Background: an optimization exercise with open tools, aiming at small area, a short achievable clock period and few clock cycles. Do not read the settings as production practice.
Function was checked by simulation only, so behaviour that the tests miss may differ from the original.

==> design/flow/design.v <==
module SequentialMultiplier(clock, reset, multiplicand, multiplier, product, ready, start);
    parameter N = 32;
    input clock;
    input reset;
    input [N-1:0] multiplicand, multiplier;
    output [2*N-1:0] product;
    output ready;
    input start;
    logic busy;
    logic first;                         
    logic [2:0] count;                   
    logic [N-1:0] m_register;
    logic b0;                            
    logic [34:0] acc_s, acc_c;       
    logic [N-1:0] ph_register;           
    logic [N-1:0] pl_register;           
    logic [3:0] one, two, neg;      
    logic [7:0] pend_s, pend_c;          
    logic pend_n;                        
    logic [1:0] pend_ci;                 
    wire go = start & ~busy;
    wire accumulate = busy & ~count[2];
    wire resolve = busy & count[2];
    assign ready = ~busy;
    wire [8:0] bb = go ? {multiplier[8:1], 1'b0} : pl_register[15:7];
    wire [3:0] one_d, two_d, neg_d;
    genvar j;
    generate
        for (j = 0; j < 4; j = j + 1) begin : enc
            assign one_d[j] = bb[2*j+1] ^ bb[2*j];
            assign two_d[j] = (bb[2*j+2] & ~bb[2*j+1] & ~bb[2*j]) | (~bb[2*j+2] & bb[2*j+1] & bb[2*j]);
            assign neg_d[j] = bb[2*j+2] & ~(bb[2*j+1] & bb[2*j]);
        end
    endgenerate
    wire [34:0] sum_in = first ? {3'b0, m_register & {N{b0}}} : acc_s;
    wire [34:0] carry_in = first ? {1'b1, 34'b0} : acc_c;
    wire inj41 = ~(count[1] & count[0]);
    wire [N:0] m1 = {1'b0, m_register};
    wire [N:0] m2 = {m_register, 1'b0};
    wire [33:0] row0 = {~neg[0], ({33{one[0]}} & m1 | {33{two[0]}} & m2) ^ {33{neg[0]}}};
    wire [33:0] row1 = {~neg[1], ({33{one[1]}} & m1 | {33{two[1]}} & m2) ^ {33{neg[1]}}};
    wire [33:0] row2 = {~neg[2], ({33{one[2]}} & m1 | {33{two[2]}} & m2) ^ {33{neg[2]}}};
    wire [33:0] row3 = {~neg[3], ({33{one[3]}} & m1 | {33{two[3]}} & m2) ^ {33{neg[3]}}};
    wire hs0, hc0;
    HalfAdder ha0 (carry_in[3], sum_in[3], hs0, hc0);
    wire hs1, hc1;
    HalfAdder ha1 (carry_in[4], sum_in[4], hs1, hc1);
    wire fs0, fc0;
    FullAdder fa0 (carry_in[5], sum_in[5], neg[2], fs0, fc0);
    wire hs2, hc2;
    HalfAdder ha2 (row0[4], row1[2], hs2, hc2);
    wire fs1, fc1;
    FullAdder fa1 (carry_in[6], sum_in[6], row0[5], fs1, fc1);
    wire hs3, hc3;
    HalfAdder ha3 (row1[3], row2[1], hs3, hc3);
    wire fs2, fc2;
    FullAdder fa2 (carry_in[7], sum_in[7], row0[6], fs2, fc2);
    wire fs3, fc3;
    FullAdder fa3 (row1[4], row2[2], row3[0], fs3, fc3);
    wire fs4, fc4;
    FullAdder fa4 (carry_in[8], sum_in[8], row0[7], fs4, fc4);
    wire fs5, fc5;
    FullAdder fa5 (row1[5], row2[3], row3[1], fs5, fc5);
    wire fs6, fc6;
    FullAdder fa6 (carry_in[9], sum_in[9], row0[8], fs6, fc6);
    wire fs7, fc7;
    FullAdder fa7 (row1[6], row2[4], row3[2], fs7, fc7);
    wire fs8, fc8;
    FullAdder fa8 (carry_in[10], sum_in[10], row0[9], fs8, fc8);
    wire fs9, fc9;
    FullAdder fa9 (row1[7], row2[5], row3[3], fs9, fc9);
    wire fs10, fc10;
    FullAdder fa10 (carry_in[11], sum_in[11], row0[10], fs10, fc10);
    wire fs11, fc11;
    FullAdder fa11 (row1[8], row2[6], row3[4], fs11, fc11);
    wire fs12, fc12;
    FullAdder fa12 (carry_in[12], sum_in[12], row0[11], fs12, fc12);
    wire fs13, fc13;
    FullAdder fa13 (row1[9], row2[7], row3[5], fs13, fc13);
    wire fs14, fc14;
    FullAdder fa14 (carry_in[13], sum_in[13], row0[12], fs14, fc14);
    wire fs15, fc15;
    FullAdder fa15 (row1[10], row2[8], row3[6], fs15, fc15);
    wire fs16, fc16;
    FullAdder fa16 (carry_in[14], sum_in[14], row0[13], fs16, fc16);
    wire fs17, fc17;
    FullAdder fa17 (row1[11], row2[9], row3[7], fs17, fc17);
    wire fs18, fc18;
    FullAdder fa18 (carry_in[15], sum_in[15], row0[14], fs18, fc18);
    wire fs19, fc19;
    FullAdder fa19 (row1[12], row2[10], row3[8], fs19, fc19);
    wire fs20, fc20;
    FullAdder fa20 (carry_in[16], sum_in[16], row0[15], fs20, fc20);
    wire fs21, fc21;
    FullAdder fa21 (row1[13], row2[11], row3[9], fs21, fc21);
    wire fs22, fc22;
    FullAdder fa22 (carry_in[17], sum_in[17], row0[16], fs22, fc22);
    wire fs23, fc23;
    FullAdder fa23 (row1[14], row2[12], row3[10], fs23, fc23);
    wire fs24, fc24;
    FullAdder fa24 (carry_in[18], sum_in[18], row0[17], fs24, fc24);
    wire fs25, fc25;
    FullAdder fa25 (row1[15], row2[13], row3[11], fs25, fc25);
    wire fs26, fc26;
    FullAdder fa26 (carry_in[19], sum_in[19], row0[18], fs26, fc26);
    wire fs27, fc27;
    FullAdder fa27 (row1[16], row2[14], row3[12], fs27, fc27);
    wire fs28, fc28;
    FullAdder fa28 (carry_in[20], sum_in[20], row0[19], fs28, fc28);
    wire fs29, fc29;
    FullAdder fa29 (row1[17], row2[15], row3[13], fs29, fc29);
    wire fs30, fc30;
    FullAdder fa30 (carry_in[21], sum_in[21], row0[20], fs30, fc30);
    wire fs31, fc31;
    FullAdder fa31 (row1[18], row2[16], row3[14], fs31, fc31);
    wire fs32, fc32;
    FullAdder fa32 (carry_in[22], sum_in[22], row0[21], fs32, fc32);
    wire fs33, fc33;
    FullAdder fa33 (row1[19], row2[17], row3[15], fs33, fc33);
    wire fs34, fc34;
    FullAdder fa34 (carry_in[23], sum_in[23], row0[22], fs34, fc34);
    wire fs35, fc35;
    FullAdder fa35 (row1[20], row2[18], row3[16], fs35, fc35);
    wire fs36, fc36;
    FullAdder fa36 (carry_in[24], sum_in[24], row0[23], fs36, fc36);
    wire fs37, fc37;
    FullAdder fa37 (row1[21], row2[19], row3[17], fs37, fc37);
    wire fs38, fc38;
    FullAdder fa38 (carry_in[25], sum_in[25], row0[24], fs38, fc38);
    wire fs39, fc39;
    FullAdder fa39 (row1[22], row2[20], row3[18], fs39, fc39);
    wire fs40, fc40;
    FullAdder fa40 (carry_in[26], sum_in[26], row0[25], fs40, fc40);
    wire fs41, fc41;
    FullAdder fa41 (row1[23], row2[21], row3[19], fs41, fc41);
    wire fs42, fc42;
    FullAdder fa42 (carry_in[27], sum_in[27], row0[26], fs42, fc42);
    wire fs43, fc43;
    FullAdder fa43 (row1[24], row2[22], row3[20], fs43, fc43);
    wire fs44, fc44;
    FullAdder fa44 (carry_in[28], sum_in[28], row0[27], fs44, fc44);
    wire fs45, fc45;
    FullAdder fa45 (row1[25], row2[23], row3[21], fs45, fc45);
    wire fs46, fc46;
    FullAdder fa46 (carry_in[29], sum_in[29], row0[28], fs46, fc46);
    wire fs47, fc47;
    FullAdder fa47 (row1[26], row2[24], row3[22], fs47, fc47);
    wire fs48, fc48;
    FullAdder fa48 (carry_in[30], sum_in[30], row0[29], fs48, fc48);
    wire fs49, fc49;
    FullAdder fa49 (row1[27], row2[25], row3[23], fs49, fc49);
    wire fs50, fc50;
    FullAdder fa50 (carry_in[31], sum_in[31], row0[30], fs50, fc50);
    wire fs51, fc51;
    FullAdder fa51 (row1[28], row2[26], row3[24], fs51, fc51);
    wire fs52, fc52;
    FullAdder fa52 (carry_in[32], sum_in[32], row0[31], fs52, fc52);
    wire fs53, fc53;
    FullAdder fa53 (row1[29], row2[27], row3[25], fs53, fc53);
    wire fs54, fc54;
    FullAdder fa54 (carry_in[33], sum_in[33], row0[32], fs54, fc54);
    wire fs55, fc55;
    FullAdder fa55 (row1[30], row2[28], row3[26], fs55, fc55);
    wire fs56, fc56;
    FullAdder fa56 (carry_in[34], sum_in[34], row0[33], fs56, fc56);
    wire fs57, fc57;
    FullAdder fa57 (row1[31], row2[29], row3[27], fs57, fc57);
    wire fs58 = ~(row1[32] ^ row2[30]);
    wire fc58 = row1[32] | row2[30];
    wire hs4, hc4;
    HalfAdder ha4 (carry_in[1], sum_in[1], hs4, hc4);
    wire hs5, hc5;
    HalfAdder ha5 (carry_in[2], sum_in[2], hs5, hc5);
    wire fs59, fc59;
    FullAdder fa59 (hs0, neg[1], row0[2], fs59, fc59);
    wire fs60, fc60;
    FullAdder fa60 (hc0, hs1, row0[3], fs60, fc60);
    wire fs61, fc61;
    FullAdder fa61 (hc1, row2[0], fs0, fs61, fc61);
    wire fs62, fc62;
    FullAdder fa62 (fc0, hc2, hs3, fs62, fc62);
    wire fs63, fc63;
    FullAdder fa63 (hc3, fc1, fs2, fs63, fc63);
    wire fs64, fc64;
    FullAdder fa64 (fc2, fc3, fs4, fs64, fc64);
    wire fs65, fc65;
    FullAdder fa65 (fc4, fc5, fs6, fs65, fc65);
    wire fs66, fc66;
    FullAdder fa66 (fc6, fc7, fs8, fs66, fc66);
    wire fs67, fc67;
    FullAdder fa67 (fc8, fc9, fs10, fs67, fc67);
    wire fs68, fc68;
    FullAdder fa68 (fc10, fc11, fs12, fs68, fc68);
    wire fs69, fc69;
    FullAdder fa69 (fc12, fc13, fs14, fs69, fc69);
    wire fs70, fc70;
    FullAdder fa70 (fc14, fc15, fs16, fs70, fc70);
    wire fs71, fc71;
    FullAdder fa71 (fc16, fc17, fs18, fs71, fc71);
    wire fs72, fc72;
    FullAdder fa72 (fc18, fc19, fs20, fs72, fc72);
    wire fs73, fc73;
    FullAdder fa73 (fc20, fc21, fs22, fs73, fc73);
    wire fs74, fc74;
    FullAdder fa74 (fc22, fc23, fs24, fs74, fc74);
    wire fs75, fc75;
    FullAdder fa75 (fc24, fc25, fs26, fs75, fc75);
    wire fs76, fc76;
    FullAdder fa76 (fc26, fc27, fs28, fs76, fc76);
    wire fs77, fc77;
    FullAdder fa77 (fc28, fc29, fs30, fs77, fc77);
    wire fs78, fc78;
    FullAdder fa78 (fc30, fc31, fs32, fs78, fc78);
    wire fs79, fc79;
    FullAdder fa79 (fc32, fc33, fs34, fs79, fc79);
    wire fs80, fc80;
    FullAdder fa80 (fc34, fc35, fs36, fs80, fc80);
    wire fs81, fc81;
    FullAdder fa81 (fc36, fc37, fs38, fs81, fc81);
    wire fs82, fc82;
    FullAdder fa82 (fc38, fc39, fs40, fs82, fc82);
    wire fs83, fc83;
    FullAdder fa83 (fc40, fc41, fs42, fs83, fc83);
    wire fs84, fc84;
    FullAdder fa84 (fc42, fc43, fs44, fs84, fc84);
    wire fs85, fc85;
    FullAdder fa85 (fc44, fc45, fs46, fs85, fc85);
    wire fs86, fc86;
    FullAdder fa86 (fc46, fc47, fs48, fs86, fc86);
    wire fs87, fc87;
    FullAdder fa87 (fc48, fc49, fs50, fs87, fc87);
    wire fs88, fc88;
    FullAdder fa88 (fc50, fc51, fs52, fs88, fc88);
    wire fs89, fc89;
    FullAdder fa89 (fc52, fc53, fs54, fs89, fc89);
    wire fs90, fc90;
    FullAdder fa90 (fc54, fc55, fs56, fs90, fc90);
    wire fs91, fc91;
    FullAdder fa91 (row3[28], fc56, fc57, fs91, fc91);
    wire fs92, fc92;
    FullAdder fa92 (row1[33], row2[31], row3[29], fs92, fc92);
    wire hs6 = ~row2[32];
    wire hc6 = row2[32];
    wire hs7, hc7;
    HalfAdder ha7 (hs4, neg[0], hs7, hc7);
    wire fs93, fc93;
    FullAdder fa93 (hc4, hs5, row0[1], fs93, fc93);
    wire fs94, fc94;
    FullAdder fa94 (hc5, row1[0], fs59, fs94, fc94);
    wire fs95, fc95;
    FullAdder fa95 (row1[1], fc59, fs60, fs95, fc95);
    wire fs96, fc96;
    FullAdder fa96 (hs2, fc60, fs61, fs96, fc96);
    wire fs97, fc97;
    FullAdder fa97 (fs1, fc61, fs62, fs97, fc97);
    wire fs98, fc98;
    FullAdder fa98 (fs3, fc62, fs63, fs98, fc98);
    wire fs99, fc99;
    FullAdder fa99 (fs5, fc63, fs64, fs99, fc99);
    wire fs100, fc100;
    FullAdder fa100 (fs7, fc64, fs65, fs100, fc100);
    wire fs101, fc101;
    FullAdder fa101 (fs9, fc65, fs66, fs101, fc101);
    wire fs102, fc102;
    FullAdder fa102 (fs11, fc66, fs67, fs102, fc102);
    wire fs103, fc103;
    FullAdder fa103 (fs13, fc67, fs68, fs103, fc103);
    wire fs104, fc104;
    FullAdder fa104 (fs15, fc68, fs69, fs104, fc104);
    wire fs105, fc105;
    FullAdder fa105 (fs17, fc69, fs70, fs105, fc105);
    wire fs106, fc106;
    FullAdder fa106 (fs19, fc70, fs71, fs106, fc106);
    wire fs107, fc107;
    FullAdder fa107 (fs21, fc71, fs72, fs107, fc107);
    wire fs108, fc108;
    FullAdder fa108 (fs23, fc72, fs73, fs108, fc108);
    wire fs109, fc109;
    FullAdder fa109 (fs25, fc73, fs74, fs109, fc109);
    wire fs110, fc110;
    FullAdder fa110 (fs27, fc74, fs75, fs110, fc110);
    wire fs111, fc111;
    FullAdder fa111 (fs29, fc75, fs76, fs111, fc111);
    wire fs112, fc112;
    FullAdder fa112 (fs31, fc76, fs77, fs112, fc112);
    wire fs113, fc113;
    FullAdder fa113 (fs33, fc77, fs78, fs113, fc113);
    wire fs114, fc114;
    FullAdder fa114 (fs35, fc78, fs79, fs114, fc114);
    wire fs115, fc115;
    FullAdder fa115 (fs37, fc79, fs80, fs115, fc115);
    wire fs116, fc116;
    FullAdder fa116 (fs39, fc80, fs81, fs116, fc116);
    wire fs117, fc117;
    FullAdder fa117 (fs41, fc81, fs82, fs117, fc117);
    wire fs118, fc118;
    FullAdder fa118 (fs43, fc82, fs83, fs118, fc118);
    wire fs119, fc119;
    FullAdder fa119 (fs45, fc83, fs84, fs119, fc119);
    wire fs120, fc120;
    FullAdder fa120 (fs47, fc84, fs85, fs120, fc120);
    wire fs121, fc121;
    FullAdder fa121 (fs49, fc85, fs86, fs121, fc121);
    wire fs122, fc122;
    FullAdder fa122 (fs51, fc86, fs87, fs122, fc122);
    wire fs123, fc123;
    FullAdder fa123 (fs53, fc87, fs88, fs123, fc123);
    wire fs124, fc124;
    FullAdder fa124 (fs55, fc88, fs89, fs124, fc124);
    wire fs125, fc125;
    FullAdder fa125 (fs57, fc89, fs90, fs125, fc125);
    wire fs126, fc126;
    FullAdder fa126 (fs58, fc90, fs91, fs126, fc126);
    wire fs127, fc127;
    FullAdder fa127 (fc58, fs92, fc91, fs127, fc127);
    wire fs128, fc128;
    FullAdder fa128 (row3[30], hs6, fc92, fs128, fc128);
    wire fs129, fc129;
    FullAdder fa129 (row2[33], row3[31], hc6, fs129, fc129);
    wire hs8 = ~row3[32];
    wire hc8 = row3[32];
    wire [42:0] tx = {1'b0, inj41, row3[33], hs8, fs129, fs128, fc126, fc125, fc124, fc123, fc122, fc121, fc120, fc119, fc118, fc117, fc116, fc115, fc114, fc113, fc112, fc111, fc110, fc109, fc108, fc107, fc106, fc105, fc104, fc103, fc102, fc101, fc100, fc99, fc98, fc97, fc96, fc95, fc94, fc93, hc7, hs7, carry_in[0]};
    wire [42:0] ty = {1'b0, 1'b0, hc8, fc129, fc128, fc127, fs127, fs126, fs125, fs124, fs123, fs122, fs121, fs120, fs119, fs118, fs117, fs116, fs115, fs114, fs113, fs112, fs111, fs110, fs109, fs108, fs107, fs106, fs105, fs104, fs103, fs102, fs101, fs100, fs99, fs98, fs97, fs96, fs95, fs94, fs93, row0[0], sum_in[0]};
    wire [39:0] fsum;
    wire [1:0] low_ci;
    FinalAdder final_add ({acc_s[N-1:0], pend_s}, {acc_c[N-1:0], pend_c}, pend_n, pend_ci, fsum, low_ci);
    wire [7:0] low = fsum[7:0];
    wire [N-1:0] hi = fsum[39:8];
    assign product = {ph_register, pl_register};
    always_ff @(posedge clock) begin
        if (~busy)
            m_register <= multiplicand;
        if (go)
            b0 <= multiplier[0];
        one <= one_d;
        two <= two_d;
        neg <= neg_d;
        pend_s <= tx[7:0];
        pend_c <= ty[7:0];
        pend_n <= neg[3];
        pend_ci <= first ? 2'b0 : low_ci;
        acc_s <= tx[42:8];
        acc_c <= ty[42:8];
        if (resolve)
            ph_register <= hi;
        if (go)
            pl_register <= {1'b0, multiplier[N-1:1]};
        else if (busy)
            pl_register <= {low, pl_register[N-1:8]};
    end
    always_ff @(posedge clock or posedge reset) begin
        if (reset)
            first <= 1'b0;
        else
            first <= go;
    end
    always_ff @(posedge clock or posedge reset) begin
        if (reset) begin
            busy <= 1'b0;
            count <= '0;
        end else if (go) begin
            busy <= 1'b1;
            count <= '0;
        end else if (busy) begin
            count <= count + 1'b1;
            if (count == 3'd4)
                busy <= 1'b0;
        end
    end
endmodule
module FinalAdder(input [39:0] x, input [39:0] y, input n, input [1:0] ci,
                  output [39:0] sum, output [1:0] low_ci);
    wire [39:0] z = {32'b0, n, 5'b0, ci};
    wire [39:0] u = x ^ y ^ z;
    wire [40:0] v = {(x & y) | ((x | y) & z), 1'b0};
    wire c8;
    wire p0, g0;
    HalfAdder pg0 (u[0], v[0], p0, g0);
    wire p1, g1;
    HalfAdder pg1 (u[1], v[1], p1, g1);
    wire p2, g2;
    HalfAdder pg2 (u[2], v[2], p2, g2);
    wire p3, g3;
    HalfAdder pg3 (u[3], v[3], p3, g3);
    wire p4, g4;
    HalfAdder pg4 (u[4], v[4], p4, g4);
    wire p5, g5;
    HalfAdder pg5 (u[5], v[5], p5, g5);
    wire p6, g6;
    HalfAdder pg6 (u[6], v[6], p6, g6);
    wire p7, g7;
    HalfAdder pg7 (u[7], v[7], p7, g7);
    wire p8, g8;
    HalfAdder pg8 (u[8], v[8], p8, g8);
    wire p9, g9;
    HalfAdder pg9 (u[9], v[9], p9, g9);
    wire p10, g10;
    HalfAdder pg10 (u[10], v[10], p10, g10);
    wire p11, g11;
    HalfAdder pg11 (u[11], v[11], p11, g11);
    wire p12, g12;
    HalfAdder pg12 (u[12], v[12], p12, g12);
    wire p13, g13;
    HalfAdder pg13 (u[13], v[13], p13, g13);
    wire p14, g14;
    HalfAdder pg14 (u[14], v[14], p14, g14);
    wire p15, g15;
    HalfAdder pg15 (u[15], v[15], p15, g15);
    wire p16, g16;
    HalfAdder pg16 (u[16], v[16], p16, g16);
    wire p17, g17;
    HalfAdder pg17 (u[17], v[17], p17, g17);
    wire p18, g18;
    HalfAdder pg18 (u[18], v[18], p18, g18);
    wire p19, g19;
    HalfAdder pg19 (u[19], v[19], p19, g19);
    wire p20, g20;
    HalfAdder pg20 (u[20], v[20], p20, g20);
    wire p21, g21;
    HalfAdder pg21 (u[21], v[21], p21, g21);
    wire p22, g22;
    HalfAdder pg22 (u[22], v[22], p22, g22);
    wire p23, g23;
    HalfAdder pg23 (u[23], v[23], p23, g23);
    wire p24, g24;
    HalfAdder pg24 (u[24], v[24], p24, g24);
    wire p25, g25;
    HalfAdder pg25 (u[25], v[25], p25, g25);
    wire p26, g26;
    HalfAdder pg26 (u[26], v[26], p26, g26);
    wire p27, g27;
    HalfAdder pg27 (u[27], v[27], p27, g27);
    wire p28, g28;
    HalfAdder pg28 (u[28], v[28], p28, g28);
    wire p29, g29;
    HalfAdder pg29 (u[29], v[29], p29, g29);
    wire p30, g30;
    HalfAdder pg30 (u[30], v[30], p30, g30);
    wire p31, g31;
    HalfAdder pg31 (u[31], v[31], p31, g31);
    wire p32, g32;
    HalfAdder pg32 (u[32], v[32], p32, g32);
    wire p33, g33;
    HalfAdder pg33 (u[33], v[33], p33, g33);
    wire p34, g34;
    HalfAdder pg34 (u[34], v[34], p34, g34);
    wire p35, g35;
    HalfAdder pg35 (u[35], v[35], p35, g35);
    wire p36, g36;
    HalfAdder pg36 (u[36], v[36], p36, g36);
    wire p37, g37;
    HalfAdder pg37 (u[37], v[37], p37, g37);
    wire p38, g38;
    HalfAdder pg38 (u[38], v[38], p38, g38);
    wire p39, g39;
    HalfAdder pg39 (u[39], v[39], p39, g39);
    wire G0;
    AndOr go0 (p1, g0, g1, G0);
    wire G1;
    AndOr go1 (p3, g2, g3, G1);
    wire P1;
    And2 po1 (p3, p2, P1);
    wire G2;
    AndOr go2 (p5, g4, g5, G2);
    wire P2;
    And2 po2 (p5, p4, P2);
    wire G3;
    AndOr go3 (p7, g6, g7, G3);
    wire P3;
    And2 po3 (p7, p6, P3);
    wire G4;
    AndOr go4 (p9, g8, g9, G4);
    wire P4;
    And2 po4 (p9, p8, P4);
    wire G5;
    AndOr go5 (p11, g10, g11, G5);
    wire P5;
    And2 po5 (p11, p10, P5);
    wire G6;
    AndOr go6 (p13, g12, g13, G6);
    wire P6;
    And2 po6 (p13, p12, P6);
    wire G7;
    AndOr go7 (p15, g14, g15, G7);
    wire P7;
    And2 po7 (p15, p14, P7);
    wire G8;
    AndOr go8 (p17, g16, g17, G8);
    wire P8;
    And2 po8 (p17, p16, P8);
    wire G9;
    AndOr go9 (p19, g18, g19, G9);
    wire P9;
    And2 po9 (p19, p18, P9);
    wire G10;
    AndOr go10 (p21, g20, g21, G10);
    wire P10;
    And2 po10 (p21, p20, P10);
    wire G11;
    AndOr go11 (p23, g22, g23, G11);
    wire P11;
    And2 po11 (p23, p22, P11);
    wire G12;
    AndOr go12 (p25, g24, g25, G12);
    wire P12;
    And2 po12 (p25, p24, P12);
    wire G13;
    AndOr go13 (p27, g26, g27, G13);
    wire P13;
    And2 po13 (p27, p26, P13);
    wire G14;
    AndOr go14 (p29, g28, g29, G14);
    wire P14;
    And2 po14 (p29, p28, P14);
    wire G15;
    AndOr go15 (p31, g30, g31, G15);
    wire P15;
    And2 po15 (p31, p30, P15);
    wire G16;
    AndOr go16 (p33, g32, g33, G16);
    wire P16;
    And2 po16 (p33, p32, P16);
    wire G17;
    AndOr go17 (p35, g34, g35, G17);
    wire P17;
    And2 po17 (p35, p34, P17);
    wire G18;
    AndOr go18 (p37, g36, g37, G18);
    wire P18;
    And2 po18 (p37, p36, P18);
    wire G19;
    AndOr go19 (p39, g38, g39, G19);
    wire P19;
    And2 po19 (p39, p38, P19);
    wire G20;
    AndOr go20 (p2, G0, g2, G20);
    wire G21;
    AndOr go21 (P1, G0, G1, G21);
    wire G22;
    AndOr go22 (p6, G2, g6, G22);
    wire P22;
    And2 po22 (p6, P2, P22);
    wire G23;
    AndOr go23 (P3, G2, G3, G23);
    wire P23;
    And2 po23 (P3, P2, P23);
    wire G24;
    AndOr go24 (p10, G4, g10, G24);
    wire P24;
    And2 po24 (p10, P4, P24);
    wire G25;
    AndOr go25 (P5, G4, G5, G25);
    wire P25;
    And2 po25 (P5, P4, P25);
    wire G26;
    AndOr go26 (p14, G6, g14, G26);
    wire P26;
    And2 po26 (p14, P6, P26);
    wire G27;
    AndOr go27 (P7, G6, G7, G27);
    wire P27;
    And2 po27 (P7, P6, P27);
    wire G28;
    AndOr go28 (p18, G8, g18, G28);
    wire P28;
    And2 po28 (p18, P8, P28);
    wire G29;
    AndOr go29 (P9, G8, G9, G29);
    wire P29;
    And2 po29 (P9, P8, P29);
    wire G30;
    AndOr go30 (p22, G10, g22, G30);
    wire P30;
    And2 po30 (p22, P10, P30);
    wire G31;
    AndOr go31 (P11, G10, G11, G31);
    wire P31;
    And2 po31 (P11, P10, P31);
    wire G32;
    AndOr go32 (p26, G12, g26, G32);
    wire P32;
    And2 po32 (p26, P12, P32);
    wire G33;
    AndOr go33 (P13, G12, G13, G33);
    wire P33;
    And2 po33 (P13, P12, P33);
    wire G34;
    AndOr go34 (p30, G14, g30, G34);
    wire P34;
    And2 po34 (p30, P14, P34);
    wire G35;
    AndOr go35 (P15, G14, G15, G35);
    wire P35;
    And2 po35 (P15, P14, P35);
    wire G36;
    AndOr go36 (p34, G16, g34, G36);
    wire P36;
    And2 po36 (p34, P16, P36);
    wire G37;
    AndOr go37 (P17, G16, G17, G37);
    wire P37;
    And2 po37 (P17, P16, P37);
    wire G38;
    AndOr go38 (p38, G18, g38, G38);
    wire P38;
    And2 po38 (p38, P18, P38);
    wire G39;
    AndOr go39 (P19, G18, G19, G39);
    wire P39;
    And2 po39 (P19, P18, P39);
    wire G40;
    AndOr go40 (p4, G21, g4, G40);
    wire G41;
    AndOr go41 (P2, G21, G2, G41);
    wire G42;
    AndOr go42 (P22, G21, G22, G42);
    wire G43;
    AndOr go43 (P23, G21, G23, G43);
    wire G44;
    AndOr go44 (p12, G25, g12, G44);
    wire P44;
    And2 po44 (p12, P25, P44);
    wire G45;
    AndOr go45 (P6, G25, G6, G45);
    wire P45;
    And2 po45 (P6, P25, P45);
    wire G46;
    AndOr go46 (P26, G25, G26, G46);
    wire P46;
    And2 po46 (P26, P25, P46);
    wire G47;
    AndOr go47 (P27, G25, G27, G47);
    wire P47;
    And2 po47 (P27, P25, P47);
    wire G48;
    AndOr go48 (p20, G29, g20, G48);
    wire P48;
    And2 po48 (p20, P29, P48);
    wire G49;
    AndOr go49 (P10, G29, G10, G49);
    wire P49;
    And2 po49 (P10, P29, P49);
    wire G50;
    AndOr go50 (P30, G29, G30, G50);
    wire P50;
    And2 po50 (P30, P29, P50);
    wire G51;
    AndOr go51 (P31, G29, G31, G51);
    wire P51;
    And2 po51 (P31, P29, P51);
    wire G52;
    AndOr go52 (p28, G33, g28, G52);
    wire P52;
    And2 po52 (p28, P33, P52);
    wire G53;
    AndOr go53 (P14, G33, G14, G53);
    wire P53;
    And2 po53 (P14, P33, P53);
    wire G54;
    AndOr go54 (P34, G33, G34, G54);
    wire P54;
    And2 po54 (P34, P33, P54);
    wire G55;
    AndOr go55 (P35, G33, G35, G55);
    wire P55;
    And2 po55 (P35, P33, P55);
    wire G56;
    AndOr go56 (p36, G37, g36, G56);
    wire P56;
    And2 po56 (p36, P37, P56);
    wire G57;
    AndOr go57 (P18, G37, G18, G57);
    wire P57;
    And2 po57 (P18, P37, P57);
    wire G58;
    AndOr go58 (P38, G37, G38, G58);
    wire P58;
    And2 po58 (P38, P37, P58);
    wire G59;
    AndOr go59 (P39, G37, G39, G59);
    wire P59;
    And2 po59 (P39, P37, P59);
    wire G60;
    AndOr go60 (p8, G43, g8, G60);
    wire G61;
    AndOr go61 (P4, G43, G4, G61);
    wire G62;
    AndOr go62 (P24, G43, G24, G62);
    wire G63;
    AndOr go63 (P25, G43, G25, G63);
    wire G64;
    AndOr go64 (P44, G43, G44, G64);
    wire G65;
    AndOr go65 (P45, G43, G45, G65);
    wire G66;
    AndOr go66 (P46, G43, G46, G66);
    wire G67;
    AndOr go67 (P47, G43, G47, G67);
    wire G68;
    AndOr go68 (p24, G51, g24, G68);
    wire P68;
    And2 po68 (p24, P51, P68);
    wire G69;
    AndOr go69 (P12, G51, G12, G69);
    wire P69;
    And2 po69 (P12, P51, P69);
    wire G70;
    AndOr go70 (P32, G51, G32, G70);
    wire P70;
    And2 po70 (P32, P51, P70);
    wire G71;
    AndOr go71 (P33, G51, G33, G71);
    wire P71;
    And2 po71 (P33, P51, P71);
    wire G72;
    AndOr go72 (P52, G51, G52, G72);
    wire P72;
    And2 po72 (P52, P51, P72);
    wire G73;
    AndOr go73 (P53, G51, G53, G73);
    wire P73;
    And2 po73 (P53, P51, P73);
    wire G74;
    AndOr go74 (P54, G51, G54, G74);
    wire P74;
    And2 po74 (P54, P51, P74);
    wire G75;
    AndOr go75 (P55, G51, G55, G75);
    wire P75;
    And2 po75 (P55, P51, P75);
    wire G76;
    AndOr go76 (p16, G67, g16, G76);
    wire G77;
    AndOr go77 (P8, G67, G8, G77);
    wire G78;
    AndOr go78 (P28, G67, G28, G78);
    wire G79;
    AndOr go79 (P29, G67, G29, G79);
    wire G80;
    AndOr go80 (P48, G67, G48, G80);
    wire G81;
    AndOr go81 (P49, G67, G49, G81);
    wire G82;
    AndOr go82 (P50, G67, G50, G82);
    wire G83;
    AndOr go83 (P51, G67, G51, G83);
    wire G84;
    AndOr go84 (P68, G67, G68, G84);
    wire G85;
    AndOr go85 (P69, G67, G69, G85);
    wire G86;
    AndOr go86 (P70, G67, G70, G86);
    wire G87;
    AndOr go87 (P71, G67, G71, G87);
    wire G88;
    AndOr go88 (P72, G67, G72, G88);
    wire G89;
    AndOr go89 (P73, G67, G73, G89);
    wire G90;
    AndOr go90 (P74, G67, G74, G90);
    wire G91;
    AndOr go91 (P75, G67, G75, G91);
    wire G92;
    AndOr go92 (p32, G91, g32, G92);
    wire G93;
    AndOr go93 (P16, G91, G16, G93);
    wire G94;
    AndOr go94 (P36, G91, G36, G94);
    wire G95;
    AndOr go95 (P37, G91, G37, G95);
    wire G96;
    AndOr go96 (P56, G91, G56, G96);
    wire G97;
    AndOr go97 (P57, G91, G57, G97);
    wire G98;
    AndOr go98 (P58, G91, G58, G98);
    wire G99;
    AndOr go99 (P59, G91, G59, G99);
    assign sum[0] = p0;
    Xor2 sx1 (p1, g0, sum[1]);
    Xor2 sx2 (p2, G0, sum[2]);
    Xor2 sx3 (p3, G20, sum[3]);
    Xor2 sx4 (p4, G21, sum[4]);
    Xor2 sx5 (p5, G40, sum[5]);
    Xor2 sx6 (p6, G41, sum[6]);
    Xor2 sx7 (p7, G42, sum[7]);
    Xor2 sx8 (p8, G43, sum[8]);
    Xor2 sx9 (p9, G60, sum[9]);
    Xor2 sx10 (p10, G61, sum[10]);
    Xor2 sx11 (p11, G62, sum[11]);
    Xor2 sx12 (p12, G63, sum[12]);
    Xor2 sx13 (p13, G64, sum[13]);
    Xor2 sx14 (p14, G65, sum[14]);
    Xor2 sx15 (p15, G66, sum[15]);
    Xor2 sx16 (p16, G67, sum[16]);
    Xor2 sx17 (p17, G76, sum[17]);
    Xor2 sx18 (p18, G77, sum[18]);
    Xor2 sx19 (p19, G78, sum[19]);
    Xor2 sx20 (p20, G79, sum[20]);
    Xor2 sx21 (p21, G80, sum[21]);
    Xor2 sx22 (p22, G81, sum[22]);
    Xor2 sx23 (p23, G82, sum[23]);
    Xor2 sx24 (p24, G83, sum[24]);
    Xor2 sx25 (p25, G84, sum[25]);
    Xor2 sx26 (p26, G85, sum[26]);
    Xor2 sx27 (p27, G86, sum[27]);
    Xor2 sx28 (p28, G87, sum[28]);
    Xor2 sx29 (p29, G88, sum[29]);
    Xor2 sx30 (p30, G89, sum[30]);
    Xor2 sx31 (p31, G90, sum[31]);
    Xor2 sx32 (p32, G91, sum[32]);
    Xor2 sx33 (p33, G92, sum[33]);
    Xor2 sx34 (p34, G93, sum[34]);
    Xor2 sx35 (p35, G94, sum[35]);
    Xor2 sx36 (p36, G95, sum[36]);
    Xor2 sx37 (p37, G96, sum[37]);
    Xor2 sx38 (p38, G97, sum[38]);
    Xor2 sx39 (p39, G98, sum[39]);
    assign c8 = G43;
    assign low_ci = {1'b0, c8} + {1'b0, v[8]};
endmodule
module AndOr(input a, input b, input c, output y);
    assign y = (a & b) | c;
endmodule
module And2(input a, input b, output y);
    assign y = a & b;
endmodule
module Xor2(input a, input b, output y);
    assign y = a ^ b;
endmodule
module FullAdder(input a, input b, input c, output s, output co);
    assign s = a ^ b ^ c;
    assign co = (a & b) | (a & c) | (b & c);
endmodule
module HalfAdder(input a, input b, output s, output co);
    assign s = a ^ b;
    assign co = a & b;
endmodule
==> design/flow/run.sh <==
#!/bin/bash
# synth_recipe.tcl (not shown) runs the flow's synth.tcl, then flattens the netlist and writes it again
# the make line also repeats each setting of config.mk as NAME=value (left out here)
make -C /OpenROAD-flow-scripts/flow DESIGN_CONFIG=/design/flow/config.mk WORK_HOME=/design/flow/orfs CLKGATE_MAP_FILE= SYNTH_SCRIPT=/design/flow/synth_recipe.tcl finish
==> design/flow/config.mk <==
export PLATFORM = sky130hd
export DESIGN_NAME = SequentialMultiplier
export DESIGN_NICKNAME = SequentialMultiplier
export VERILOG_FILES = /design/flow/design.v
export SDC_FILE = /design/flow/constraint.sdc
export NUM_CORES = 4
export LEC_CHECK = 0
export CAP_MARGIN = 20
export CORE_MARGIN = 2
export CORE_UTILIZATION = 40
export SETUP_SLACK_MARGIN = 1.0
export SLEW_MARGIN = 20
export SYNTH_HIERARCHICAL = 1
==> design/flow/constraint.sdc <==
create_clock -name core_clock -period 4.0 [get_ports {clock}]
set_input_delay 0.8000 -clock core_clock [delete_from_list [all_inputs] [get_ports {clock}]]
set_output_delay 0.8000 -clock core_clock [all_outputs]
set_load 0.01 [all_outputs]
==> results.json, run 1 <==
{
  "dp_cells": 1792,
  "fin_worst_skew_ps": 11.7,
  "rsz0062_at_grt": "false",
  "gr-total-overflow": 0,
  "fmax_ghz": 0.350,
  "mostFrequentLayoutCell": "xnor2_1",
  "post-route-period-util": 0.715,
  "ys_warn_count": 7,
  "worst_pin_slew_ps": 1010,
  "clk_path_buf_depth": 2,
  "cts_hold_buf": 0,
  "grtUsageTotal": 0.198,
  "rr_endpoint": "ph_register[29]",
  "critPathMaxFanout": 10,
  "htreeDepth": 4,
  "avgSynthCellArea_um2": 11.1,
  "synth.distinct_cells": 34,
  "cp_slowest_cell": "fa_1",
  "ys_ff_latch": 200,
  "dpl.hpwl_um": 24700,
  "die_area_mm2": 0.0371,
  "dr_total_vias": 9661,
  "hold_depth": 2,
  "setup_viol_count_final": 0,
  "final_util": 0.466,
  "drt-wirelength-per-cell_um": 19.2,
  "place_ws_ps": 911,
  "min_from": "acc_s[0]",
  "cp-start-kind": "flop",
  "die_x_um": 193,
  "setup_tns_ps": 0,
  "drc": 0,
  "reg2regPathDepth": 9,
  "hold_viol": 0,
  "io_pins": 132,
  "cts_buffers": 17,
  "cpMostUsedCell": "a21o_4",
  "slowest_delay_ps": 480,
  "yosysSeqAreaShare": 0.350,
  "io_buffers": 131,
  "timing.rr.start": "pend_c[7]",
  "cts-root-buf": "clkbuf_16",
  "hp-class": "reg2reg",
  "cp.required_ps": 4220,
  "drive_gt1_frac": 0.0513,
  "antenna_found_initial": 0,
  "critical-path-top-delay-family": "compound AO/OA/AOI/OAI gates",
  "max_slew_margin": 0.327,
  "outcome": "no timing/DRC/antenna violations",
  "critical_path.cell_chain": "fa_1 > ha_1 > and2_1 > and2_1 > a21o_4 > a21o_4 > a21o_4 > a21o_1 > xor2_1",
  "nets": 1638,
  "insertion_delay_ps": 460,
  "crit_arrival_ps": 3080,
  "nFillCells": 3285,
  "syn_area_mm2": 0.0142,
  "clock_sinks": 200,
  "drt_iter0_markers": 556,
  "grt_max_degree": 60,
  "clk_pin_slew_ps": 80,
  "hold_path_end": "pend_c[0]",
  "syn_inst": 1277,
  "cts_tree": "yes",
  "grt_first_pass_wirelength_um": 55800,
  "core_mm2": 0.0353,
  "fp.dieH_um": 193,
  "drtPass1Iterations": 5,
  "viasPerCell": 5.29,
  "reg2reg_slack_ps": 1140,
  "antenna_left": 0,
  "min_period_ps": 2860,
  "drt-total-wl_um": 35000,
  "layout_setup_ws_ps": 1140,
  "rows": 69,
  "crit_type": "reg2reg",
  "area_delta_synth_final_pct": 15.5,
  "final_cell_mix": "xnor2_1 (136), fa_1 (132), clkdlybuf4s50_1 (131)",
  "antenna_cells": 0,
  "finalMaxSlewViolations": 0,
  "gp_congestion": 0.809,
  "cap_violations": 0,
  "finalNonFillerCells": 1825,
  "path_buf_inv": 0,
  "crit_path_end_kind": "flop",
  "grt_pass1_vias": 10100,
  "initial_core_util": 0.403
}
-- modules after synthesis (local to each module, per instance) --
module,times used,flip-flops and latches
AndOr,96,0
FinalAdder,1,0
Xor2,39,0
And2,58,0
HalfAdder,47,0
FullAdder,129,0
SequentialMultiplier,1,200
-- worst reg2reg max path, delay by kind of cell, from the launching register on --
family	cells	cell delay (ps)
compound gates	4	960
xor+xnor	1	150
fa+ha+maj	2	830
simple gates	2	340
flops	1	320
-- cell usage after synthesis (all sizes together) --
library cell  count  share of area
nor2              2        0.00053
o21ai            42          0.015
nand3            32          0.011
xnor2           136          0.084
buf              56          0.022
ha               88          0.077
a21o             99          0.052
or2               1        0.00044
dfrtp             5         0.0088
o31ai             1        0.00053
nand2           108          0.028
nor2b            38          0.017
a22oi           124          0.065
mux2              1        0.00079
conb              2        0.00053
nand2b            1        0.00097
and2             60          0.026
edfxtp           96           0.20
nand3b            1        0.00053
a32o              3         0.0021
inv              48          0.013
fa              132           0.19
o21a              2         0.0011
a21oi            10         0.0043
clkbuf           42          0.011
dfxtp            99           0.14
a31oi             2         0.0018
xor2             43          0.026
or3b              3         0.0018
-- worst max path at each step --
stage	cells past startpoint	slack, ps	from	endpoint
after detailed placement	9	910	pend_c[7]	ph_register[30]
after global placement	9	920	pend_c[7]	ph_register[29]
after global routing	9	1030	pend_c[7]	ph_register[29]
after floorplan	9	1160	pend_c[7]	ph_register[28]
after CTS	6	1020	b0	acc_c[4]
final	9	1140	pend_c[7]	ph_register[29]
-- routing by layer --
layer	global-route usage	part of all wire
met1	0.263	0.45
met2	0.321	0.48
met3	0.0440	0.058
met4	0.0602	0.018
met5	0	0
-- area by class of cell --
type / count / area, µm² / area share
Clock buffer: 17 / 425 / 0.0259
Sequential cell: 200 / 5000 / 0.304
Tap cell: 461 / 577 / 0.0351
Timing Repair Buffer: 152 / 1510 / 0.0916
Clock inverter: 15 / 140 / 0.00852
Multi-Input combinational cell: 932 / 8620 / 0.524
Inverter: 48 / 180 / 0.0110
-- per-stage QoR --
stage          instance area (µm²)  hold WS (ps)
2_1_floorplan                14200           326
3_3_place_gp                 15900           468
3_5_place_dp                 15900           471
4_1_cts                      16400           486
5_1_grt                      16500           507
6_report                     16500           481
-- state kept, by name, summed over array words and instances (netlist names) --
signal / flops
first: 1
acc_s: 34
pend_c: 8
pend_n: 1
b0: 1
pend_s: 8
pend_ci: 2
two: 4
busy: 1
ph_register: 32
acc_c: 33
neg: 4
count: 3
m_register: 32
one: 4
pl_register: 32
-- cells by family after synthesis --
| family | after synthesis | synth area share |
|---|---|---|
| AOI/OAI and AO/OA | 283 | 0.142 |
| xor gates and xnor gates | 179 | 0.110 |
| adders and majority gates | 220 | 0.263 |
| buffers and inverters | 146 | 0.0460 |
| DFF | 200 | 0.350 |
| muxes | 1 | 0.000791 |
| other | 2 | 0.000527 |
| and+or+nand+nor | 246 | 0.0871 |
-- timing repair --
| action | CTS | global route |
|---|---|---|
| cloned | 0 | 0 |
| buffers inserted | 0 | 1 |
| gates resized for setup | 3 | 5 |
| endpoints found under the setup margin | 19 | 25 |
Testbench counts, summed over its fixed seeds: cycles 28,808.
==> run 2, diff against run 1 <==
--- a/design/flow/config.mk
+++ b/design/flow/config.mk
@@ -9,5 +9,5 @@
 export CORE_MARGIN = 2
 export CORE_UTILIZATION = 40
-export SETUP_SLACK_MARGIN = 1.0
+export SETUP_SLACK_MARGIN = 1.2
 export SLEW_MARGIN = 20
 export SYNTH_HIERARCHICAL = 1
==> run 2 against run 1 <==
Compared with the run above:
- die area did not move
- global-route usage fell by 0.40 points
- critical endpoint is now ph_register[25]
- largest cell class unchanged
- area after synthesis did not move
- clock skew rose by 1.0 ps
- critical path depth did not move
- register-to-register slack improved by 110 ps
- clock-buffer cell count did not move
- still clean on timing, DRC and antenna
- non-clock buffer count rose by 5
==> results.json, run 2 <==
{
  "io_pins": 132,
  "clk_pin_slew_ps": 80,
  "synth-async-reset-ratio": 0.0250,
  "dr_total_vias": 9494,
  "drtPass1Iterations": 5,
  "hp-class": "reg2reg",
  "drt-total-wl_um": 34300,
  "final_cell_mix": "xnor2_1 (136), fa_1 (132), clkdlybuf4s50_1 (131)",
  "io_buffers": 131,
  "setup.worst_path.start": "pend_s[7]",
  "largest_registers": "acc_s: 34 flops, acc_c: 33 flops",
  "nets": 1643,
  "drive_gt1_frac": 0.0599,
  "ys_warn_count": 7,
  "reg2regPathDepth": 9,
  "drc": 0,
  "die_x_um": 193,
  "fin_worst_skew_ps": 12.7,
  "ys_top_cells_by_count": "xnor2_1 (136), fa_1 (132), a22oi_1 (124), nand2_1 (108)",
  "gp_congestion": 0.802,
  "critPathMaxFanout": 8,
  "drt_iter0_markers": 673,
  "viasPerCell": 5.19,
  "rr_endpoint": "ph_register[25]",
  "grt_pass1_vias": 9954,
  "cp.required_ps": 4200,
  "reg2reg_slack_ps": 1250,
  "ys_ff_latch": 200,
  "cp-start-kind": "flop",
  "cts_buffers": 17,
  "synth_edf_count": 96,
  "clk_path_buf_depth": 2,
  "fp.dieH_um": 193,
  "yosysSeqAreaShare": 0.350,
  "slowest_delay_ps": 580,
  "clock_sinks": 200,
  "core_mm2": 0.0353,
  "cp_slowest_cell": "fa_1",
  "dpl.hpwl_um": 24500,
  "outcome": "no timing/DRC/antenna violations",
  "rsz0062_at_grt": "true",
  "cts_hold_buf": 0,
  "syn_inst": 1277,
  "cts_tree": "yes",
  "gr-total-overflow": 0,
  "setup_viol_count_final": 0,
  "cap_violations": 0,
  "netlist.area_leader.share": 0.202,
  "grt_first_pass_wirelength_um": 54800,
  "antenna_cells": 0,
  "rows": 69,
  "initial_core_util": 0.403,
  "hold_viol": 0,
  "synth.distinct_cells": 34,
  "timing.rr.start": "pend_s[7]",
  "crit_end": "ph_register[25]",
  "nFillCells": 3231,
  "antenna_found_initial": 1,
  "seqCellArea_mm2": 0.00501,
  "place_area_mm2": 0.0158,
  "cts-root-buf": "clkbuf_16",
  "die_area_mm2": 0.0371,
  "synth_most_common_cell": "xnor2_1",
  "post-route-period-util": 0.688,
  "max_slew_margin": 0.366,
  "mostFrequentLayoutCell": "xnor2_1",
  "yosys.area.top_type": "edfxtp_1",
  "synthFlopType": "dfxtp_1",
  "antenna_left": 0,
  "htreeDepth": 4,
  "grt_max_degree": 53,
  "multi_input_area_mm2": 0.00866,
  "regMostFlops": "acc_s",
  "fmax_ghz": 0.363,
  "crit_path_end_kind": "flop",
  "finalMaxSlewViolations": 0,
  "largest_reg_flops": 34,
  "insertion_delay_ps": 450,
  "syn_area_mm2": 0.0142,
  "stdcell_area_mm2": 0.0166,
  "netlist_top_cells_area": "edfxtp_1 (20%), fa_1 (19%), dfxtp_1 (14%), xnor2_1 (8.4%), ha_1 (7.7%)",
  "grtUsageTotal": 0.194,
  "setup_tns_ps": 0,
  "drt-wirelength-per-cell_um": 18.8,
  "cpMostUsedCell": "a21o_4",
  "critical_path.cell_chain": "fa_1 > ha_4 > and2_4 > and2_4 > a21o_4 > a21o_4 > a21o_4 > a21o_1 > xor2_1",
  "crit_type": "reg2reg",
  "worst_pin_slew_ps": 951,
  "avgSynthCellArea_um2": 11.1,
  "crit_arrival_ps": 2960,
  "min_period_ps": 2750,
  "area_delta_synth_final_pct": 16.5
}
## run 2: stage by stage
stage / hold slack, ps / worst slack, ps / instances / util
3_3_place_gp: 473 / 918 / 1791 / 0.448
4_1_cts: 493 / 1210 / 1827 / 0.468
5_1_grt: 517 / 1160 / 1830 / 0.470
3_5_place_dp: 481 / 892 / 1791 / 0.448
6_report: 475 / 1250 / 1830 / 0.470
2_1_floorplan: 326 / 1200 / 1278 / -
## run 2: logic make-up (layout without fill, tap and decap cells)
family	Yosys count	in the layout	share of synthesized area
other	2	3	0.000527
XOR/XNOR	179	179	0.110
flip-flops	200	200	0.350
AND/OR/NAND/NOR	246	246	0.0871
AO/OA/AOI/OAI	283	283	0.142
adder cells (fa/ha/maj)	220	220	0.263
buffers and inverters	146	237	0.0460
multiplexers	1	1	0.000791
## run 2: per-module statistics from Yosys (local to each module, per instance)
module | cells | flip-flops and latches
SequentialMultiplier | 865 | 200
HalfAdder | 1 | 0
Xor2 | 1 | 0
FinalAdder | 43 | 0
FullAdder | 1 | 0
And2 | 1 | 0
AndOr | 1 | 0
## run 2: worst min path at each step
stage             start   endpoint  slack (ps)  cells after the start
2_1_floorplan    neg[3]     pend_n         330                      0
3_3_place_gp   acc_s[0]  pend_c[0]         470                      2
3_5_place_dp   acc_s[0]  pend_c[0]         480                      2
4_1_cts        acc_s[0]  pend_c[0]         490                      2
5_1_grt        acc_c[0]  pend_s[0]         520                      1
6_report       acc_s[0]  pend_c[0]         470                      2
## run 2: final cells by class
cell class	instances	share of cell area
clock buffers	17	0.0257
multi-input cells	932	0.523
inverters	48	0.0109
repair buffers	157	0.0928
clock inverters	15	0.0112
flip-flops and latches	200	0.302
well taps	461	0.0348
## run 2: per-layer routing
| layer | vias to the layer above | share of wire | global-route usage |
|---|---|---|---|
| met3 | 35 | 0.054 | 0.0431 |
| met1 | 4703 | 0.46 | 0.261 |
| met5 | - | 0.00038 | 0 |
| met2 | 245 | 0.47 | 0.310 |
| met4 | 2 | 0.020 | 0.0596 |
| li1 | 4509 | - | - |
## run 2: repair_timing
item,in CTS,in global routing
setup buffers,4,3
resized for setup,12,8
pin swaps,4,10
setup endpoints to repair,56,22
## run 2: critical path: cells and delay by family (launching register included)
kind,cells,cell delay [ps]
XOR/XNOR,1,150
adder cells (fa/ha/maj),2,800
flip-flops,1,330
AND/OR/NAND/NOR,2,300
AO/OA/AOI/OAI,4,930
==> run 3, diff against run 2 <==
==> design/flow/flow/run.sh (new file) <==
#!/bin/bash
# Standard layout (the standard.sh, unchanged synthesis and steps), with
# the port buffers made from sky130_fd_sc_hd__buf_1 instead of the flow's
# default pick. Every tool's output goes to standard.log here.
set -euo pipefail
cp standard.sh standard.sh.txt 2>/dev/null || true
export BUFFER_PORTS_ARGS="-buffer_cell sky130_fd_sc_hd__buf_1"
bash standard.sh > standard.log 2>&1
==> design/flow/standard.sh (new file) <==
#!/bin/bash
# synth_recipe.tcl (not shown) runs the flow's synth.tcl, then flattens the netlist and writes it again
# the make line also repeats each setting of config.mk as NAME=value (left out here)
make -C /OpenROAD-flow-scripts/flow DESIGN_CONFIG=/design/flow/config.mk WORK_HOME=/design/flow/orfs CLKGATE_MAP_FILE= SYNTH_SCRIPT=/design/flow/synth_recipe.tcl "${@:-finish}"
--- a/design/flow/config.mk
+++ b/design/flow/config.mk
@@ -9,5 +9,5 @@
 export CORE_MARGIN = 2
 export CORE_UTILIZATION = 40
-export SETUP_SLACK_MARGIN = 1.2
+export SETUP_SLACK_MARGIN = 1.0
 export SLEW_MARGIN = 20
 export SYNTH_HIERARCHICAL = 1
removed: design/flow/run.sh
==> run 3 against run 2 <==
Compared with the run above:
- via count increased by 0.23%
- die area unchanged
- synthesized cell count unchanged
==> results.json, run 3 <==
{
  "crit_type": "reg2reg",
  "finalMaxSlewViolations": 0,
  "synth_most_common_cell": "xnor2_1",
  "critPathMaxFanout": 10,
  "fmax_ghz": 0.347,
  "clk_path_buf_depth": 2,
  "synth_edf_count": 96,
  "antenna_cells": 0,
  "largest_registers": "acc_s: 34 flops, acc_c: 33 flops",
  "cts-root-buf": "clkbuf_16",
  "io_pins": 132,
  "top_layer": "met5",
  "final_cell_mix": "xnor2_1 (136), fa_1 (132), buf_1 (131)",
  "worst_pin_slew_ps": 1020,
  "wl_met1_um": 15300,
  "initial_core_util": 0.403,
  "cap_violations": 0,
  "drt-total-wl_um": 33400,
  "gr-total-overflow": 0,
  "slowest_delay_ps": 480,
  "post-route-period-util": 0.720,
  "synthFlopType": "dfxtp_1",
  "crit_arrival_ps": 3090,
  "antenna_left": 0,
  "cts_buffers": 17,
  "cp.required_ps": 4210,
  "grt_pass1_vias": 9777,
  "ys_warn_count": 7,
  "dpl.hpwl_um": 24400,
  "die_area_mm2": 0.0371,
  "ys_ff_latch": 200,
  "drc": 0,
  "drive_gt1_frac": 0.0527,
  "antenna_found_initial": 1,
  "avgSynthCellArea_um2": 11.1,
  "die_x_um": 193,
  "outcome": "no timing/DRC/antenna violations",
  "core_mm2": 0.0353,
  "cp-start-kind": "flop",
  "cp_slowest_cell": "fa_1",
  "netlist_top_cells_area": "edfxtp_1 (20%), fa_1 (19%), dfxtp_1 (14%), xnor2_1 (8.4%), ha_1 (7.7%)",
  "reg2regPathDepth": 9,
  "hp-class": "in2async",
  "clock_sinks": 200,
  "syn_inst": 1277,
  "cts_tree": "yes",
  "rsz0062_at_grt": "false",
  "min_period_ps": 2880,
  "nFillCells": 3321,
  "crit_path_end_kind": "flop",
  "critical_path.cell_chain": "fa_1 > ha_1 > and2_1 > and2_1 > a21o_2 > a21o_4 > a21o_4 > a21o_1 > xor2_1",
  "rows": 69,
  "hold_viol": 0,
  "dr_total_vias": 9516,
  "drt_iter0_markers": 734,
  "largest_reg_flops": 34,
  "insertion_delay_ps": 460,
  "io_buffers": 131,
  "grt_first_pass_wirelength_um": 53800,
  "yosysSeqAreaShare": 0.350,
  "fp.dieH_um": 193,
  "nets": 1639,
  "setup_viol_count_final": 0,
  "clk_pin_slew_ps": 80,
  "met3WireLength_um": 1810,
  "viasPerCell": 5.21,
  "max_slew_margin": 0.322,
  "syn_area_mm2": 0.0142,
  "grt_max_degree": 49,
  "gp_congestion": 0.832,
  "grtUsageTotal": 0.190,
  "setup_tns_ps": 0,
  "fin_worst_skew_ps": 14.5,
  "area_delta_synth_final_pct": 10.1,
  "mostFrequentLayoutCell": "xnor2_1",
  "synth-async-reset-ratio": 0.0250,
  "synth.distinct_cells": 34,
  "netlist.area_leader.share": 0.202,
  "htreeDepth": 4,
  "wl_met2_um": 15600,
  "ys_top_cells_by_count": "xnor2_1 (136), fa_1 (132), a22oi_1 (124), nand2_1 (108)",
  "yosys.area.top_type": "edfxtp_1",
  "drt-wirelength-per-cell_um": 18.3,
  "regMostFlops": "acc_s",
  "drtPass1Iterations": 6
}
==> run 3: routing by layer <==
metal | vias up | GRT usage
met5 | - | 0
met4 | 2 | 0.0634
met3 | 36 | 0.0391
met2 | 276 | 0.297
met1 | 4701 | 0.261
li1 | 4501 | -
==> run 3: what timing repair did <==
item,in CTS,in global routing
resized for setup,1,4
buffers inserted,0,1
hold buffers,0,0
gates cloned,0,0
hold endpoints to repair,0,0
pin swaps,0,0
endpoints found under the setup margin,7,43
==> run 3: area by class of cell <==
type                    instances  area, µm²  share of cell area
clock inverters                14        180              0.0115
repair buffers                153        682              0.0435
inverters                      48        180              0.0115
multi-input cells             932       8610               0.549
well taps                     461        577              0.0368
clock buffers                  18        450              0.0287
flip-flops and latches        200       5000               0.319
==> run 3: worst max-delay path: cells and delay by family, from the launching register on <==
kind                     cells  cell delay, ps
flip-flops                   1             320
adder cells (fa/ha/maj)      2             830
AND/OR/NAND/NOR              2             330
XOR/XNOR                     1             150
AO/OA/AOI/OAI                4             980
==> run 3: per-module statistics from Yosys (local to each module, per instance) <==
module	area (µm²)	flip-flops and latches	copies in the design	cells inside
HalfAdder	12.5	0	47	1
SequentialMultiplier	9100	200	1	865
AndOr	7.51	0	96	1
And2	6.26	0	58	1
FullAdder	20.0	0	129	1
FinalAdder	543	0	1	43
Xor2	8.76	0	39	1
==> run 3: worst paths after layout <==
kind | startpoint | to | slack (ps)
setup / recovery | pend_c[7] | ph_register[25] | 1120
hold / removal | reset | first | 200
setup reg to reg | pend_c[7] | ph_register[25] | 1120
max in group asynchronous | reset | first | 3580
min in group core_clock | acc_s[0] | pend_c[0] | 490
hold reg to reg | acc_s[0] | pend_c[0] | 490
==> run 3: cell families after synthesis <==
| family | count (synthesis) | synth area share |
|---|---|---|
| DFF | 200 | 0.350 |
| adders and majority gates | 220 | 0.263 |
| xor gates and xnor gates | 179 | 0.110 |
| AOI/OAI and AO/OA | 283 | 0.142 |
| other | 2 | 0.000527 |
| muxes | 1 | 0.000791 |
| buffers and inverters | 146 | 0.0460 |
| and+or+nand+nor | 246 | 0.0871 |
==> run 3: per-stage QoR <==
| step | setup WS [ps] | hold WS [ps] | instances | area, µm² | util |
|---|---|---|---|---|---|
| final | 1120 | 203 | 1826 | 15700 | 0.444 |
| after floorplan | 1160 | 326 | 1278 | 14200 | - |
| after detailed placement | 1010 | 474 | 1793 | 15000 | 0.426 |
| after global placement | 1050 | 467 | 1793 | 15000 | 0.426 |
| after global routing | 1010 | 214 | 1826 | 15700 | 0.444 |
| after CTS | 1010 | 184 | 1825 | 15700 | 0.443 |
==> run 4, diff against run 3 <==
--- a/design/flow/flow/run.sh
+++ b/design/flow/flow/run.sh
@@ -4,5 +4,4 @@
 # default pick. Every tool's output goes to standard.log here.
 set -euo pipefail
-cp standard.sh standard.sh.txt 2>/dev/null || true
 export BUFFER_PORTS_ARGS="-buffer_cell sky130_fd_sc_hd__buf_1"
 bash standard.sh > standard.log 2>&1
--- a/design/flow/config.mk
+++ b/design/flow/config.mk
@@ -8,5 +8,5 @@
 export CAP_MARGIN = 20
 export CORE_MARGIN = 2
-export CORE_UTILIZATION = 40
+export CORE_UTILIZATION = 60
 export SETUP_SLACK_MARGIN = 1.0
 export SLEW_MARGIN = 20
==> run 4 against run 3 <==
Compared with the run above:
- utilization is 22 points higher
- final cell count is 7.7% lower
- via count is 1.3% higher
- routed wire length is 1.0% lower
- global-route usage is 8.9 points higher
- setup slack worse by 54 ps
- area after synthesis stayed put
- highest routed layer unchanged
- still clean on timing, DRC and antenna
==> results.json, run 4 <==
{
  "setup_viol_count_final": 0,
  "largest_registers": "acc_s: 34 flops, acc_c: 33 flops",
  "synthAdderAreaFrac": 0.263,
  "antenna_found_initial": 2,
  "nFillCells": 1919,
  "rsz0062_at_grt": "false",
  "area_delta_synth_final_pct": 8.95,
  "syn_area_mm2": 0.0142,
  "cp-start-kind": "flop",
  "die_x_um": 158,
  "grt_max_degree": 51,
  "crit_path_end_kind": "flop",
  "min_period_ps": 2940,
  "io_buffers": 131,
  "fp.dieH_um": 158,
  "dp_cells": 1653,
  "finalMaxSlewViolations": 0,
  "regMostFlops": "acc_s",
  "grt_pass1_vias": 9517,
  "crit_arrival_ps": 3140,
  "drive_gt1_frac": 0.0534,
  "yosys.area.top_type": "edfxtp_1",
  "setup_tns_ps": 0,
  "synth-simple-area-share": 0.0871,
  "syn_inst": 1277,
  "dr_total_vias": 9643,
  "ys_warn_count": 7,
  "clk_path_buf_depth": 2,
  "finalNonFillerCells": 1686,
  "synth_compound_area_frac": 0.142,
  "core_mm2": 0.0234,
  "largest_reg_flops": 34,
  "antenna_left": 0,
  "worst_pin_slew_ps": 1010,
  "drt_iter0_markers": 809,
  "multi_input_area_mm2": 0.00861,
  "cts_hold_buf": 0,
  "final_cell_mix": "xnor2_1 (136), fa_1 (132), buf_1 (131)",
  "ys_ff_latch": 200,
  "synth_most_common_cell": "xnor2_1",
  "mostFrequentLayoutCell": "xnor2_1",
  "cp.required_ps": 4200,
  "cap_violations": 0,
  "critPathMaxFanout": 10,
  "drt-total-wl_um": 33100,
  "htreeDepth": 4,
  "clock_sinks": 200,
  "ys_top_cells_by_count": "xnor2_1 (136), fa_1 (132), a22oi_1 (124), nand2_1 (108)",
  "dpl.hpwl_um": 24000,
  "clk_pin_slew_ps": 90,
  "max_slew_margin": 0.327,
  "nets": 1640,
  "drc": 0,
  "synth_edf_count": 96,
  "grtUsageTotal": 0.278,
  "rows": 56,
  "synth.distinct_cells": 34,
  "drtPass1Iterations": 6,
  "fmax_ghz": 0.341,
  "synth-async-reset-ratio": 0.0250,
  "netlist.area_leader.share": 0.202,
  "crit_type": "reg2reg",
  "netlist_top_cells_area": "edfxtp_1 (20%), fa_1 (19%), dfxtp_1 (14%), xnor2_1 (8.4%), ha_1 (7.7%)",
  "avgSynthCellArea_um2": 11.1,
  "cts-root-buf": "clkbuf_16",
  "cts_tree": "yes",
  "fin_worst_skew_ps": 19.6,
  "synthFlopType": "dfxtp_1",
  "grt_first_pass_wirelength_um": 52700,
  "hold_viol": 0,
  "post-route-period-util": 0.734,
  "synthMuxAreaShare": 0.000791,
  "cts_setup_buffers": 0,
  "yosysSeqAreaShare": 0.350,
  "gp_congestion": 0.832,
  "synth_xor_area_frac": 0.110,
  "hp-class": "in2async",
  "io_pins": 132,
  "outcome": "no timing/DRC/antenna violations",
  "insertion_delay_ps": 450,
  "synth_top_family_by_area": "adder cells",
  "layout_setup_ws_ps": 1060,
  "gr-total-overflow": 0,
  "drt-wirelength-per-cell_um": 19.6,
  "initial_core_util": 0.608,
  "viasPerCell": 5.72,
  "cts_buffers": 17,
  "die_area_mm2": 0.0250,
  "place_ws_ps": 968,
  "seqCellArea_mm2": 0.00500
}
[run 4: cell counts after synthesis]
No cell type changed its count.
[run 4: timing repair]
item,in CTS,in global routing
pin swaps,0,0
setup endpoints to repair,7,8
resized for setup,2,2
[run 4: modules after synthesis (local to each module, per instance), a selection]
module | cell area (µm²) | flip-flops and latches | times used
AndOr | 7.51 | 0 | 96
Xor2 | 8.76 | 0 | 39
FullAdder | 20.0 | 0 | 129
HalfAdder | 12.5 | 0 | 47
FinalAdder | 543 | 0 | 1
And2 | 6.26 | 0 | 58
[run 4: critical path, stage by stage (launching register included)]
cell and delay (ps):
dfxtp_1 320, fa_1 490, ha_1 350, and2_1 180, a21o_1 170, a21o_2 290, a21o_4 270, a21o_2 260
a21o_1 190, xor2_1 160
[run 4: routing by layer]
layer,wire length [µm],part of all wire,GRT usage,vias up
met1,15000,0.45,0.393,4732
met2,15200,0.46,0.437,352
met5,12,0.00036,0,-
li1,-,-,-,4509
met3,2210,0.067,0.0621,48
met4,603,0.018,0.0755,2
[run 4: kinds of logic after synthesis]
logic type | Yosys count
compound gates | 283
xor+xnor | 179
fa+ha+maj | 220
buf+inv | 146
flops | 200
mux | 1
other cells | 2
simple gates | 246
[run 4: worst paths after layout]
check                           depth (start not counted)               to  slack [ps]            start
worst max register to register                          9  ph_register[26]        1060        pend_c[7]
worst min-delay path                                    2         count[0]         210            reset
worst min register to register                          2  pl_register[31]         490  pl_register[31]
max in group asynchronous                               2            first        3600            reset
worst max-delay path                                    9  ph_register[26]        1060        pend_c[7]
min in group core_clock                                 2  pl_register[31]         490  pl_register[31]
[run 4: final cells by class]
class	count	share of cell area
Clock inverter	15	0.0133
Sequential cell	200	0.322
Inverter	48	0.0116
Multi-Input combinational cell	932	0.555
Clock buffer	17	0.0274
Antenna cell	1	0.000161
Timing Repair Buffer	154	0.0447
Tap cell	319	0.0257
[run 4: per-stage QoR]
stage / hold slack [ps] / utilization / cell area [µm²]
after floorplan: 326 / - / 14200
after global placement: 471 / 0.635 / 14900
after detailed placement: 476 / 0.635 / 14900
after CTS: 199 / 0.662 / 15500
after global routing: 202 / 0.663 / 15500
final: 212 / 0.663 / 15500

==> static timing again, ports no longer ideal <==
How much do the figures lean on ideal ports? The routed layouts below were timed once more, with nothing changed but the port constraints. Step 1, drivers: a clkbuf_16 drives clock and a buf_2 each remaining input, both assumed. Step 2 moves the port delays by t, midway between the first and last clock arrival at a register: inputs arrive t later, outputs are due t later. That takes back most of the time a late clock gives input paths. a / b / c = ideal / step 1 / step 2; a / b = the first two.
| run | t, ns | setup slack, ns | hold slack, ns | slew at the worst register clock pin (ns) |
|---|---|---|---|---|
| run 1 | 0.506 | 1.139 / 1.139 / 1.139 | 0.481 / 0.481 / 0.481 | 0.08 / 0.08 |
| run 2 | 0.494 | 1.247 / 1.247 / 1.247 | 0.475 / 0.475 / 0.475 | 0.08 / 0.08 |
| run 3 | 0.506 | 1.119 / 1.119 / 1.119 | 0.203 / 0.172 / 0.487 | 0.08 / 0.08 |
| run 4 | 0.494 | 1.065 / 1.065 / 1.065 | 0.212 / 0.182 / 0.486 | 0.09 / 0.09 |
After both steps every run listed still meets setup and hold.
